Context: an optimization exercise on an open-source flow, tuned for small area. The choices shown serve that exercise and are no tape-out recipe.
RTL that was checked went through simulation tests only; none was proved equivalent to the original.
Power and IR drop assume default switching activity.

==> flow/design.v (excerpt) <==
module cordic (
    input clock,
    input reset,
    output signed [12:0] sine,
    output signed [12:0] cosine
);
For scale: roughly 74 flip-flops, ~28 I/O pins, about 6500 sq um of cells after synthesis.
make LEC_CHECK=0 ABC_AREA=1 CAP_MARGIN=20 CORE_MARGIN=2 CORE_UTILIZATION=40 CTS_BUF_LIST=sky130_fd_sc_hd__clkbuf_8 GPL_TIMING_DRIVEN=1 PLACE_DENSITY=0.8 SLEW_MARGIN=20 finish   # period 5.0 ns
run.sh (not shown) runs the stock make flow with config.mk's settings and CLKGATE_MAP_FILE= SYNTH_SCRIPT=/design/flow/synth_recipe.tcl, a recipe that flattens the netlist after the stock synthesis.
Edit:
--- a/flow/config.mk
+++ b/flow/config.mk
@@ -12,4 +12,4 @@
 export CTS_BUF_LIST = sky130_fd_sc_hd__clkbuf_8
 export GPL_TIMING_DRIVEN = 1
-export PLACE_DENSITY = 0.8
+export PLACE_DENSITY = 0.7
 export SLEW_MARGIN = 20
Setup slack stays flat.
Via count fell by 1.7%.
Register-to-register slack gets better by 90 ps.
Sequential cell count stays the same.

* * *

01-11:
cordic, a different RTL version from the one above (not shown whole).
For scale: about 1300 cells after synthesis, about 28 I/O pins, roughly 8000 µm² of cells after synthesis.
Settings: LEC_CHECK=0, ABC_AREA=1, CAP_MARGIN=20, CORE_MARGIN=2, CORE_UTILIZATION=40, CTS_BUF_LIST=sky130_fd_sc_hd__clkbuf_4 sky130_fd_sc_hd__clkbuf_8, GPL_TIMING_DRIVEN=0, PLACE_DENSITY=0.8, SLEW_MARGIN=20; clock period 5.0 ns.
Here is what was changed in the inputs of 10-21 compared with 01-11.
Settings: setting CTS_CLUSTER_SIZE to 40 for the first time; setting CTS_CLUSTER_DIAMETER to 150 for the first time; changing CTS_BUF_LIST from sky130_fd_sc_hd__clkbuf_4 sky130_fd_sc_hd__clkbuf_8 to sky130_fd_sc_hd__clkbuf_8.
Notes after the runs:
- Summary of 10-21 over 01-11: post-layout minimum cycle time about even; met2 track demand over resource roughly the same; maximum fanout along the worst path saw little to no change; share of total power in the clock network has remained practically unchanged; number of vias after detailed routing comparable.
- The via count normalized by instance count was comparable across 10-21 and 01-11.
- From 01-11 to 10-21, final total power did not move at all.
- Final standard cell count with taps included and fillers excluded across 10-21 and 01-11: no real change.
- Re count of plain and timing-repair buffers: no difference whatsoever between 10-21 and 01-11.
- 01-11 -> 10-21: final-report setup violation count delta 0, exact match
- 10-21 -> 01-11: global-route usage delta 0, exact match

* * *

== juniper ==
cordic, a different RTL version from the one above (not shown whole).
Size in the first run: ~28 I/O pins, about 8700 um^2 of cells after synthesis.
Settings: LEC_CHECK=0, ABC_AREA=1, CAP_MARGIN=20, CORE_MARGIN=2, CORE_UTILIZATION=40, PLACE_DENSITY=0.6, SLEW_MARGIN=20; clock period 5.0 ns.
juniper: all stages complete, timing, DRC and antenna checks passed
[inputs] cedar vs juniper
Settings: putting CTS_BUF_LIST at sky130_fd_sc_hd__clkbuf_8 where nothing was set; putting GPL_TIMING_DRIVEN at 0 where nothing was set.
- cedar vs juniper on logic depth of the worst register-to-register path: cedar is the lower one.
- cedar has final area below what juniper had.
- In cedar relative to juniper, power density of the placed cells had gone down by a little under 10%.
- | leakage power | cedar vs juniper | 0.055 nW lower |
- cedar: post-synthesis to final-layout area growth lower than juniper
- Summary: with juniper as the reference, largest vdd supply drop in cedar moved down by more than a quarter.
What zinc does differently from cedar at the input level:
Settings: PLACE_DENSITY now 0.8, was 0.6.
Results
- From cedar to zinc the numbers moved as follows: worst hold slack now sits lower; final routed wire length divided by cell count now sits lower; fraction of cell area in non-clock buffers now sits lower; critical path depth now sits higher; number of detailed-routing iterations run before antenna repair now sits higher.
- zinc against cedar: highest fanout seen on the critical path went down, clock power rose 9.3%.
- As far as pin count of the biggest net entering global routing goes, cedar and zinc are indistinguishable; the numbers are identical.
- Re clock sink count: no difference whatsoever between zinc and cedar.
- Compared with cedar, in zinc number of distinct library cells after synthesis stayed essentially flat; power rose by 3.6%.
Function was not checked in any run of this note: the RTL went through the layout flow alone.

==> port drivers added, routing unchanged <==
The results above use ideal ports. As a check the final layouts listed here were re-extracted and re-timed, cells and wires unchanged.
Step 1, drivers: a clkbuf_16 drives clock and a buf_2 each remaining input, both assumed.
Step 2 also shifts input and output timing later by t, the mid clock arrival at the registers, as if the neighbouring blocks saw the same clock.
Slacks: ideal ports / drivers / drivers and shift; pairs: ideal ports / drivers.
run	t (ns)	slack for setup (ns)	worst setup path after step 2	worst register clock-pin slew, ns	worst data-port slew with drivers (ns)
the first run of note 1	0.380	0.428 / 0.428 / 0.428	register to register	0.09 / 0.09	0.03
the second run of note 1	0.382	0.429 / 0.390 / 0.521	register to register	0.09 / 0.09	0.03
01-11	0.404	0.255 / 0.255 / 0.255	register to register	0.10 / 0.10	0.03
10-21	0.404	0.255 / 0.255 / 0.255	register to register	0.10 / 0.10	0.03
juniper	0.381	0.333 / 0.292 / 0.333	register to register	0.06 / 0.06	0.03
cedar	0.407	0.302 / 0.302 / 0.302	register to register	0.10 / 0.10	0.03
zinc	0.397	0.300 / 0.290 / 0.300	register to register	0.09 / 0.09	0.03
After both steps every run listed still meets setup and hold.
